This design comes from an exercise in tuning for small area on the open sky130 flow, not from production work.
In this exercise RTL edits were held to simulation tests only and were not proved equivalent to the original.
Power is estimated from default activity; no workload was simulated.

==> inputs of run a <==
Design CPU, start of the top module:
module CPU(Clk, Clrn, Inst, Dread, Iaddr, Wmem, DAddr, DWrite, intr, inta);
==> module rf_read, before the edit <==
module rf_read(s, d, y);
	input [31:1] s, d;
	output y;
	wire [9:0] l;
	genvar k;
	generate
		for (k = 0; k < 10; k = k + 1) begin : g
			c_aoi222 a (s[3*k+1], d[3*k+1], s[3*k+2], d[3*k+2], s[3*k+3], d[3*k+3], l[k]);
		end
	endgenerate
	assign y = ~(&l) | (s[31] & d[31]);
endmodule
==> module alu_add, before the edit <==
module alu_add(a, b, ci, s, p, g, c31, co);
	input [31:0] a, b;
	input ci;
	output [31:0] s, p, g;
	output c31, co;
	wire [32:0] c;	 
	assign c[0] = ci;
	genvar k;
	generate
		for (k = 0; k < 32; k = k + 2) begin : q
			if (k % 4 == 0) begin : pos
				wire g0, t0, g1, t1, G, T;
				c_and2 ug0 (a[k], b[k], g0);
				c_or2 ut0 (a[k], b[k], t0);
				c_and2 ug1 (a[k+1], b[k+1], g1);
				c_or2 ut1 (a[k+1], b[k+1], t1);
				c_xor2 up0 (a[k], b[k], p[k]);
				c_xor2 up1 (a[k+1], b[k+1], p[k+1]);
				c_a21o uG (t1, g0, g1, G);
				c_a21o uT (t1, t0, g1, T);
				c_oai21 cy (G, c[k], T, c[k+2]);
				c_oai21 cm (g0, c[k], t0, c[k+1]);
				c_xor2 us0 (p[k], c[k], s[k]);
				c_xnor2 us1 (p[k+1], c[k+1], s[k+1]);
				assign g[k] = g0;
				assign g[k+1] = g1;
			end else begin : neg
				wire ng0, nt0, ng1, nt1, nG, nT;
				c_nand2 ug0 (a[k], b[k], ng0);
				c_nor2 ut0 (a[k], b[k], nt0);
				c_nand2 ug1 (a[k+1], b[k+1], ng1);
				c_nor2 ut1 (a[k+1], b[k+1], nt1);
				c_xor2 up0 (a[k], b[k], p[k]);
				c_xor2 up1 (a[k+1], b[k+1], p[k+1]);
				c_o21a uG (nt1, ng0, ng1, nG);
				c_o21a uT (nt1, nt0, ng1, nT);
				c_oai21 cy (nT, c[k], nG, c[k+2]);
				c_oai21 cm (nt0, c[k], ng0, c[k+1]);
				c_xnor2 us0 (p[k], c[k], s[k]);
				c_xor2 us1 (p[k+1], c[k+1], s[k+1]);
				c_inv ig0 (ng0, g[k]);
				c_inv ig1 (ng1, g[k+1]);
			end
		end
	endgenerate
	assign c31 = c[31];
	assign co = c[32];
endmodule
Settings: LEC_CHECK=0, CAP_MARGIN=20, CORE_MARGIN=2, CORE_UTILIZATION=50, PLACE_DENSITY=0.6, SLEW_MARGIN=20, SYNTH_HIERARCHICAL=1; clock period 13.0 ns.
standard.sh (not shown) runs the stock make flow with config.mk's settings and CLKGATE_MAP_FILE= SYNTH_SCRIPT=/design/flow/synth_recipe.tcl, a recipe that flattens the netlist after the stock synthesis.
==> flow/flow/run.sh <==
#!/bin/bash
# Layout flow: the standard flow (standard.sh), with two changes to how the layout is made:
# every port still gets a buffer, but a plain buf_1 instead of the default choice, and the
# clock tree is built from clkbuf_4/clkbuf_8 without dummy loads.
set -euo pipefail
export BUFFER_PORTS_ARGS="-buffer_cell sky130_fd_sc_hd__buf_1"
export CTS_ARGS="-sink_clustering_enable -repair_clock_nets -dont_use_dummy_load -buf_list {sky130_fd_sc_hd__clkbuf_4 sky130_fd_sc_hd__clkbuf_8}"
bash standard.sh synth > synth.log 2>&1
bash standard.sh finish > layout.log 2>&1
==> run b (differences from run a) <==
--- a/flow/design.v
+++ b/flow/design.v
@@ -5,11 +5,11 @@
 	output [31:0] Qa, Qb;
 	reg ph;
 	reg [31:1] valid;
 	wire [31:1] wsel, wseln, sela, selb;
 	wire [31:1] col [0:31];	 
-	wire [31:0] dx = D ^ {32{ph}};
+	wire [31:0] dx, dxn;
 	wire [31:0] ra, rb;
 	wire [31:0] vx = {valid, 1'b0};
 	wire pha = ph & vx[Ra];
 	wire phb = ph & vx[Rb];
 	genvar i, b;
@@ -26,10 +26,14 @@
 				assign col[b][i] = q[b];
 			end
 			always @(posedge Clk)
 				q <= nx;
 		end
+		for (b = 0; b < 32; b = b + 1) begin : wd
+			c_xnor2 x (D[b], ph, dxn[b]);
+			c_inv n (dxn[b], dx[b]);
+		end
 		for (b = 0; b < 32; b = b + 1) begin : rd
 			rf_read pa (sela, col[b], ra[b]);
 			rf_read pb (selb, col[b], rb[b]);
 			c_xor2 xa (ra[b], pha, Qa[b]);
 			c_xor2 xb (rb[b], phb, Qb[b]);
@@ -52,11 +56,16 @@
 	generate
 		for (k = 0; k < 10; k = k + 1) begin : g
 			c_aoi222 a (s[3*k+1], d[3*k+1], s[3*k+2], d[3*k+2], s[3*k+3], d[3*k+3], l[k]);
 		end
 	endgenerate
-	assign y = ~(&l) | (s[31] & d[31]);
+	wire n0, n1, n2, m;
+	c_nand2 u0 (s[31], d[31], m);
+	c_nand4 u1 (l[0], l[1], l[2], l[3], n0);
+	c_nand4 u2 (l[4], l[5], l[6], l[7], n1);
+	c_nand3 u3 (l[8], l[9], m, n2);
+	c_or3 u4 (n0, n1, n2, y);
 endmodule
 module CPU(Clk, Clrn, Inst, Dread, Iaddr, Wmem, DAddr, DWrite, intr, inta);
 	input Clk, Clrn, intr;
 	input [31:0] Inst, Dread;
 	output [31:0] Iaddr, DWrite, DAddr;
@@ -97,17 +106,22 @@
 		i_mfc0 | i_mtc0 | i_eret);
 	wire rd12 = rd == 5'd12;
 	wire rd13 = rd == 5'd13;
 	wire rd14 = rd == 5'd14;
 	reg [31:0] pc, sta, cau, epc;
+	reg cv, ev;
 	wire [31:0] pc_d, sta_d, cau_d, epc_d;
+	wire wcau, wepc;
 	always @(posedge Clk or negedge Clrn)
 		if (!Clrn) begin
-			pc <= 32'b0; sta <= 32'b0; cau <= 32'b0; epc <= 32'b0;
+			pc <= 32'b0; sta <= 32'b0; cv <= 1'b0; ev <= 1'b0;
 		end else begin
-			pc <= pc_d; sta <= sta_d; cau <= cau_d; epc <= epc_d;
+			pc <= pc_d; sta <= sta_d; cv <= cv | wcau; ev <= ev | wepc;
 		end
+	always @(posedge Clk) begin
+		cau <= cau_d; epc <= epc_d;
+	end
 	assign Iaddr = pc;
 	wire [31:0] ra, rb, res;
 	wire wreg = i_add | i_sub | i_and | i_or | i_xor | i_sll | i_srl | i_sra | i_addi | i_andi |
 		i_ori | i_xori | i_lw | i_lui | i_jal | i_mfc0;
 	wire regrt = i_addi | i_andi | i_ori | i_xori | i_lw | i_lui | i_mfc0;
@@ -143,11 +157,11 @@
 	wire taken = i_beq & zero | i_bne & ~zero;
 	wire jj = i_j | i_jal;
 	wire [31:0] u;
 	sel3 su (i_jr, ra, jj, jpc, taken, adr, ~(i_jr | jj | taken), p4, u);
 	wire pc_u = ~exc & ~i_eret;
-	wire pc_e = ~exc & i_eret;
+	wire pc_e = ~exc & i_eret & ev;
 	genvar i;
 	generate
 		for (i = 0; i < 32; i = i + 1) begin : np
 			if (i == 6) begin : b6
 				assign pc_d[i] = pc_u & u[i] | pc_e & epc[i] | exc & ~i_eret;
@@ -155,12 +169,12 @@
 				c_ao22 m (pc_u, u[i], pc_e, epc[i], pc_d[i]);
 			end
 		end
 	endgenerate
 	wire wsta = exc | i_mtc0 & rd12 | i_eret;
-	wire wcau = exc | i_mtc0 & rd13;
-	wire wepc = exc | i_mtc0 & rd14;
+	assign wcau = exc | i_mtc0 & rd13;
+	assign wepc = exc | i_mtc0 & rd14;
 	sel3 se_ (wepc & i_mtc0, rb, wepc & ~i_mtc0 & inta, u, wepc & ~i_mtc0 & ~inta, pc, ~wepc, epc, epc_d);
 	sel3 ss_ (wsta & i_mtc0, rb, wsta & ~i_mtc0 & exc, {sta[27:0], 4'b0}, wsta & ~i_mtc0 & ~exc,
 		{4'b0, sta[31:4]}, ~wsta, sta, sta_d);
 	wire [31:0] cause = {28'b0, unimpl | overflow, i_sys | overflow, 2'b00};
 	generate
@@ -174,11 +188,13 @@
 	endgenerate
 	wire mf12 = i_mfc0 & rd12;
 	wire mf13 = i_mfc0 & rd13;
 	wire mf14 = i_mfc0 & rd14;
 	wire mf = mf12 | mf13 | mf14;
-	sel6 sw_ (i_jal, p4, mf12, sta, mf13, cau, mf14, epc, i_lw, Dread, ~(i_jal | mf | i_lw), DAddr, res);
+	wire mf13v = mf13 & cv;
+	wire mf14v = mf14 & ev;
+	sel6 sw_ (i_jal, p4, mf12, sta, mf13v, cau, mf14v, epc, i_lw, Dread, ~(i_jal | mf | i_lw), DAddr, res);
 endmodule
 module sel3(s0, d0, s1, d1, s2, d2, s3, d3, y);
 	input s0, s1, s2, s3;
 	input [31:0] d0, d1, d2, d3;
 	output [31:0] y;
@@ -213,44 +229,43 @@
 	output c31, co;
 	wire [32:0] c;	 
 	assign c[0] = ci;
 	genvar k;
 	generate
-		for (k = 0; k < 32; k = k + 2) begin : q
-			if (k % 4 == 0) begin : pos
-				wire g0, t0, g1, t1, G, T;
-				c_and2 ug0 (a[k], b[k], g0);
-				c_or2 ut0 (a[k], b[k], t0);
-				c_and2 ug1 (a[k+1], b[k+1], g1);
-				c_or2 ut1 (a[k+1], b[k+1], t1);
-				c_xor2 up0 (a[k], b[k], p[k]);
-				c_xor2 up1 (a[k+1], b[k+1], p[k+1]);
-				c_a21o uG (t1, g0, g1, G);
-				c_a21o uT (t1, t0, g1, T);
-				c_oai21 cy (G, c[k], T, c[k+2]);
-				c_oai21 cm (g0, c[k], t0, c[k+1]);
-				c_xor2 us0 (p[k], c[k], s[k]);
-				c_xnor2 us1 (p[k+1], c[k+1], s[k+1]);
-				assign g[k] = g0;
-				assign g[k+1] = g1;
-			end else begin : neg
-				wire ng0, nt0, ng1, nt1, nG, nT;
-				c_nand2 ug0 (a[k], b[k], ng0);
-				c_nor2 ut0 (a[k], b[k], nt0);
-				c_nand2 ug1 (a[k+1], b[k+1], ng1);
-				c_nor2 ut1 (a[k+1], b[k+1], nt1);
-				c_xor2 up0 (a[k], b[k], p[k]);
-				c_xor2 up1 (a[k+1], b[k+1], p[k+1]);
-				c_o21a uG (nt1, ng0, ng1, nG);
-				c_o21a uT (nt1, nt0, ng1, nT);
-				c_oai21 cy (nT, c[k], nG, c[k+2]);
-				c_oai21 cm (nt0, c[k], ng0, c[k+1]);
-				c_xnor2 us0 (p[k], c[k], s[k]);
-				c_xor2 us1 (p[k+1], c[k+1], s[k+1]);
-				c_inv ig0 (ng0, g[k]);
-				c_inv ig1 (ng1, g[k+1]);
-			end
+		for (k = 0; k < 32; k = k + 4) begin : q
+			wire g0, t0, g1, t1, GA, TA;
+			c_and2 ug0 (a[k], b[k], g0);
+			c_or2 ut0 (a[k], b[k], t0);
+			c_and2 ug1 (a[k+1], b[k+1], g1);
+			c_or2 ut1 (a[k+1], b[k+1], t1);
+			c_xor2 up0 (a[k], b[k], p[k]);
+			c_xor2 up1 (a[k+1], b[k+1], p[k+1]);
+			c_a21o uG (t1, g0, g1, GA);
+			c_a21o uT (t1, t0, g1, TA);
+			c_oai21 cm (g0, c[k], t0, c[k+1]);
+			c_oai21 cy (GA, c[k], TA, c[k+2]);
+			c_xor2 us0 (p[k], c[k], s[k]);
+			c_xnor2 us1 (p[k+1], c[k+1], s[k+1]);
+			assign g[k] = g0;
+			assign g[k+1] = g1;
+			wire ng2, nt2, ng3, nt3, nGB, nTB;
+			c_nand2 ug2 (a[k+2], b[k+2], ng2);
+			c_nor2 ut2 (a[k+2], b[k+2], nt2);
+			c_nand2 ug3 (a[k+3], b[k+3], ng3);
+			c_nor2 ut3 (a[k+3], b[k+3], nt3);
+			c_xor2 up2 (a[k+2], b[k+2], p[k+2]);
+			c_xor2 up3 (a[k+3], b[k+3], p[k+3]);
+			c_o21a uGB (nt3, ng2, ng3, nGB);
+			c_o21a uTB (nt3, nt2, ng3, nTB);
+			c_oai21 cm2 (nt2, c[k+2], ng2, c[k+3]);
+			c_xnor2 us2 (p[k+2], c[k+2], s[k+2]);
+			c_xor2 us3 (p[k+3], c[k+3], s[k+3]);
+			c_inv ig2 (ng2, g[k+2]);
+			c_inv ig3 (ng3, g[k+3]);
+			wire G4 = ~nGB | ~nTB & GA;
+			wire T4 = ~nGB | ~nTB & TA;
+			c_a21o cg (T4, c[k], G4, c[k+4]);
 		end
 	endgenerate
 	assign c31 = c[31];
 	assign co = c[32];
 endmodule
@@ -397,10 +412,25 @@
 module c_o21a(a1, a2, b1, y);
 	input a1, a2, b1;
 	output y;
 	assign y = (a1 | a2) & b1;
 endmodule
+module c_nand3(a, b, c, y);
+	input a, b, c;
+	output y;
+	assign y = ~(a & b & c);
+endmodule
+module c_nand4(a, b, c, d, y);
+	input a, b, c, d;
+	output y;
+	assign y = ~(a & b & c & d);
+endmodule
+module c_or3(a, b, c, y);
+	input a, b, c;
+	output y;
+	assign y = a | b | c;
+endmodule
 module c_oai21(a1, a2, b1, y);
 	input a1, a2, b1;
 	output y;
 	assign y = ~((a1 | a2) & b1);
 endmodule
==> flow/flow/run.sh (replaced) <==
#!/bin/bash
# Layout flow: the standard flow (standard.sh), with two changes to how the layout is made:
# every port still gets a buffer, but a plain buf_1 instead of the default choice, and the
# clock tree is built from clkbuf_8/clkbuf_16 in larger sink clusters, without dummy loads.
set -euo pipefail
export BUFFER_PORTS_ARGS="-buffer_cell sky130_fd_sc_hd__buf_1"
export CTS_ARGS="-sink_clustering_enable -repair_clock_nets -dont_use_dummy_load -sink_clustering_size 24 -sink_clustering_max_diameter 100 -buf_list {sky130_fd_sc_hd__clkbuf_8 sky130_fd_sc_hd__clkbuf_16}"
bash standard.sh synth > synth.log 2>&1
bash standard.sh finish > layout.log 2>&1
==> flow/config.mk (replaced) <==
export PLATFORM = sky130hd
export DESIGN_NAME = CPU
export DESIGN_NICKNAME = CPU
export VERILOG_FILES = /design/flow/design.v
export SDC_FILE = /design/flow/constraint.sdc
export NUM_CORES = 4
export LEC_CHECK = 0
export CAP_MARGIN = 5
export CORE_MARGIN = 2
export CORE_UTILIZATION = 50
export PLACE_DENSITY = 0.6
export SETUP_SLACK_MARGIN = 0.15
export SLEW_MARGIN = 5
export SYNTH_HIERARCHICAL = 1
==> run c (differences from run a) <==
--- a/flow/design.v
+++ b/flow/design.v
@@ -52,11 +52,16 @@
 	generate
 		for (k = 0; k < 10; k = k + 1) begin : g
 			c_aoi222 a (s[3*k+1], d[3*k+1], s[3*k+2], d[3*k+2], s[3*k+3], d[3*k+3], l[k]);
 		end
 	endgenerate
-	assign y = ~(&l) | (s[31] & d[31]);
+	wire n0, n1, n2, m;
+	c_nand2 u0 (s[31], d[31], m);
+	c_nand4 u1 (l[0], l[1], l[2], l[3], n0);
+	c_nand4 u2 (l[4], l[5], l[6], l[7], n1);
+	c_nand3 u3 (l[8], l[9], m, n2);
+	c_or3 u4 (n0, n1, n2, y);
 endmodule
 module CPU(Clk, Clrn, Inst, Dread, Iaddr, Wmem, DAddr, DWrite, intr, inta);
 	input Clk, Clrn, intr;
 	input [31:0] Inst, Dread;
 	output [31:0] Iaddr, DWrite, DAddr;
@@ -213,44 +218,43 @@
 	output c31, co;
 	wire [32:0] c;	 
 	assign c[0] = ci;
 	genvar k;
 	generate
-		for (k = 0; k < 32; k = k + 2) begin : q
-			if (k % 4 == 0) begin : pos
-				wire g0, t0, g1, t1, G, T;
-				c_and2 ug0 (a[k], b[k], g0);
-				c_or2 ut0 (a[k], b[k], t0);
-				c_and2 ug1 (a[k+1], b[k+1], g1);
-				c_or2 ut1 (a[k+1], b[k+1], t1);
-				c_xor2 up0 (a[k], b[k], p[k]);
-				c_xor2 up1 (a[k+1], b[k+1], p[k+1]);
-				c_a21o uG (t1, g0, g1, G);
-				c_a21o uT (t1, t0, g1, T);
-				c_oai21 cy (G, c[k], T, c[k+2]);
-				c_oai21 cm (g0, c[k], t0, c[k+1]);
-				c_xor2 us0 (p[k], c[k], s[k]);
-				c_xnor2 us1 (p[k+1], c[k+1], s[k+1]);
-				assign g[k] = g0;
-				assign g[k+1] = g1;
-			end else begin : neg
-				wire ng0, nt0, ng1, nt1, nG, nT;
-				c_nand2 ug0 (a[k], b[k], ng0);
-				c_nor2 ut0 (a[k], b[k], nt0);
-				c_nand2 ug1 (a[k+1], b[k+1], ng1);
-				c_nor2 ut1 (a[k+1], b[k+1], nt1);
-				c_xor2 up0 (a[k], b[k], p[k]);
-				c_xor2 up1 (a[k+1], b[k+1], p[k+1]);
-				c_o21a uG (nt1, ng0, ng1, nG);
-				c_o21a uT (nt1, nt0, ng1, nT);
-				c_oai21 cy (nT, c[k], nG, c[k+2]);
-				c_oai21 cm (nt0, c[k], ng0, c[k+1]);
-				c_xnor2 us0 (p[k], c[k], s[k]);
-				c_xor2 us1 (p[k+1], c[k+1], s[k+1]);
-				c_inv ig0 (ng0, g[k]);
-				c_inv ig1 (ng1, g[k+1]);
-			end
+		for (k = 0; k < 32; k = k + 4) begin : q
+			wire g0, t0, g1, t1, GA, TA;
+			c_and2 ug0 (a[k], b[k], g0);
+			c_or2 ut0 (a[k], b[k], t0);
+			c_and2 ug1 (a[k+1], b[k+1], g1);
+			c_or2 ut1 (a[k+1], b[k+1], t1);
+			c_xor2 up0 (a[k], b[k], p[k]);
+			c_xor2 up1 (a[k+1], b[k+1], p[k+1]);
+			c_a21o uG (t1, g0, g1, GA);
+			c_a21o uT (t1, t0, g1, TA);
+			c_oai21 cm (g0, c[k], t0, c[k+1]);
+			c_oai21 cy (GA, c[k], TA, c[k+2]);
+			c_xor2 us0 (p[k], c[k], s[k]);
+			c_xnor2 us1 (p[k+1], c[k+1], s[k+1]);
+			assign g[k] = g0;
+			assign g[k+1] = g1;
+			wire ng2, nt2, ng3, nt3, nGB, nTB;
+			c_nand2 ug2 (a[k+2], b[k+2], ng2);
+			c_nor2 ut2 (a[k+2], b[k+2], nt2);
+			c_nand2 ug3 (a[k+3], b[k+3], ng3);
+			c_nor2 ut3 (a[k+3], b[k+3], nt3);
+			c_xor2 up2 (a[k+2], b[k+2], p[k+2]);
+			c_xor2 up3 (a[k+3], b[k+3], p[k+3]);
+			c_o21a uGB (nt3, ng2, ng3, nGB);
+			c_o21a uTB (nt3, nt2, ng3, nTB);
+			c_oai21 cm2 (nt2, c[k+2], ng2, c[k+3]);
+			c_xnor2 us2 (p[k+2], c[k+2], s[k+2]);
+			c_xor2 us3 (p[k+3], c[k+3], s[k+3]);
+			c_inv ig2 (ng2, g[k+2]);
+			c_inv ig3 (ng3, g[k+3]);
+			wire G4 = ~nGB | ~nTB & GA;
+			wire T4 = ~nGB | ~nTB & TA;
+			c_a21o cg (T4, c[k], G4, c[k+4]);
 		end
 	endgenerate
 	assign c31 = c[31];
 	assign co = c[32];
 endmodule
@@ -397,10 +401,25 @@
 module c_o21a(a1, a2, b1, y);
 	input a1, a2, b1;
 	output y;
 	assign y = (a1 | a2) & b1;
 endmodule
+module c_nand3(a, b, c, y);
+	input a, b, c;
+	output y;
+	assign y = ~(a & b & c);
+endmodule
+module c_nand4(a, b, c, d, y);
+	input a, b, c, d;
+	output y;
+	assign y = ~(a & b & c & d);
+endmodule
+module c_or3(a, b, c, y);
+	input a, b, c;
+	output y;
+	assign y = a | b | c;
+endmodule
 module c_oai21(a1, a2, b1, y);
 	input a1, a2, b1;
 	output y;
 	assign y = ~((a1 | a2) & b1);
 endmodule
==> flow/flow/run.sh (replaced) <==
#!/bin/bash
# Layout flow: the standard flow (standard.sh), with two changes to how the layout is made:
# every port still gets a buffer, but a plain buf_1 instead of the default choice, and the
# clock tree is built from clkbuf_8/clkbuf_16 in larger sink clusters, without dummy loads.
set -euo pipefail
export BUFFER_PORTS_ARGS="-buffer_cell sky130_fd_sc_hd__buf_1"
export CTS_ARGS="-sink_clustering_enable -repair_clock_nets -dont_use_dummy_load -sink_clustering_size 24 -sink_clustering_max_diameter 100 -buf_list {sky130_fd_sc_hd__clkbuf_8 sky130_fd_sc_hd__clkbuf_16}"
bash standard.sh synth > synth.log 2>&1
bash standard.sh finish > layout.log 2>&1
==> flow/config.mk (replaced) <==
export PLATFORM = sky130hd
export DESIGN_NAME = CPU
export DESIGN_NICKNAME = CPU
export VERILOG_FILES = /design/flow/design.v
export SDC_FILE = /design/flow/constraint.sdc
export NUM_CORES = 4
export LEC_CHECK = 0
export CAP_MARGIN = 5
export CORE_MARGIN = 2
export CORE_UTILIZATION = 55
export PLACE_DENSITY = 0.65
export SLEW_MARGIN = 5
export SYNTH_HIERARCHICAL = 1
==> comparison <==
- In run c the combinational power is larger than in run a, by about 6%.
- The highest cell count belongs to run b, the lowest to run c.
- The highest die area belongs to run a, the lowest to run c.
- In run a the critical path depth is higher than in run b, by 1.
- Core utilization: run c > run a > run b.
- Against run a, the clock-buffer cell count of run b is lower by 134.
- First-iteration DRC count: run c > run b > run a.

## static timing again, ports no longer ideal
Ports are ideal in the flow. The routed layouts listed here were re-timed in OpenROAD. Step 1 assumes that a clkbuf_16 drives the clock port and a buf_2 every other input. Step 2, shift: input delay + t, output delay - t, t = (earliest + latest rising clock arrival at the registers) / 2. This alone moves slack from input paths to output paths. Three values: ideal, step 1, step 2; two values: the first two.
run | shift t [ns] | setup slack, ns | worst slew at a driven data input, ns | pins driven straight from the clock port
run a | 0.936 | 0.227 / 0.194 / 0.194 | 0.10 | 1
run b | 0.769 | 0.601 / 0.574 / 0.562 | 0.17 | 1
run c | 0.752 | 0.447 / 0.314 / 0.314 | 0.19 | 1
After both steps setup and hold are still met in every run listed. For run c, which loses most, drivers alone change the setup slack by -0.133 ns; drivers and shift together by -0.133 ns.
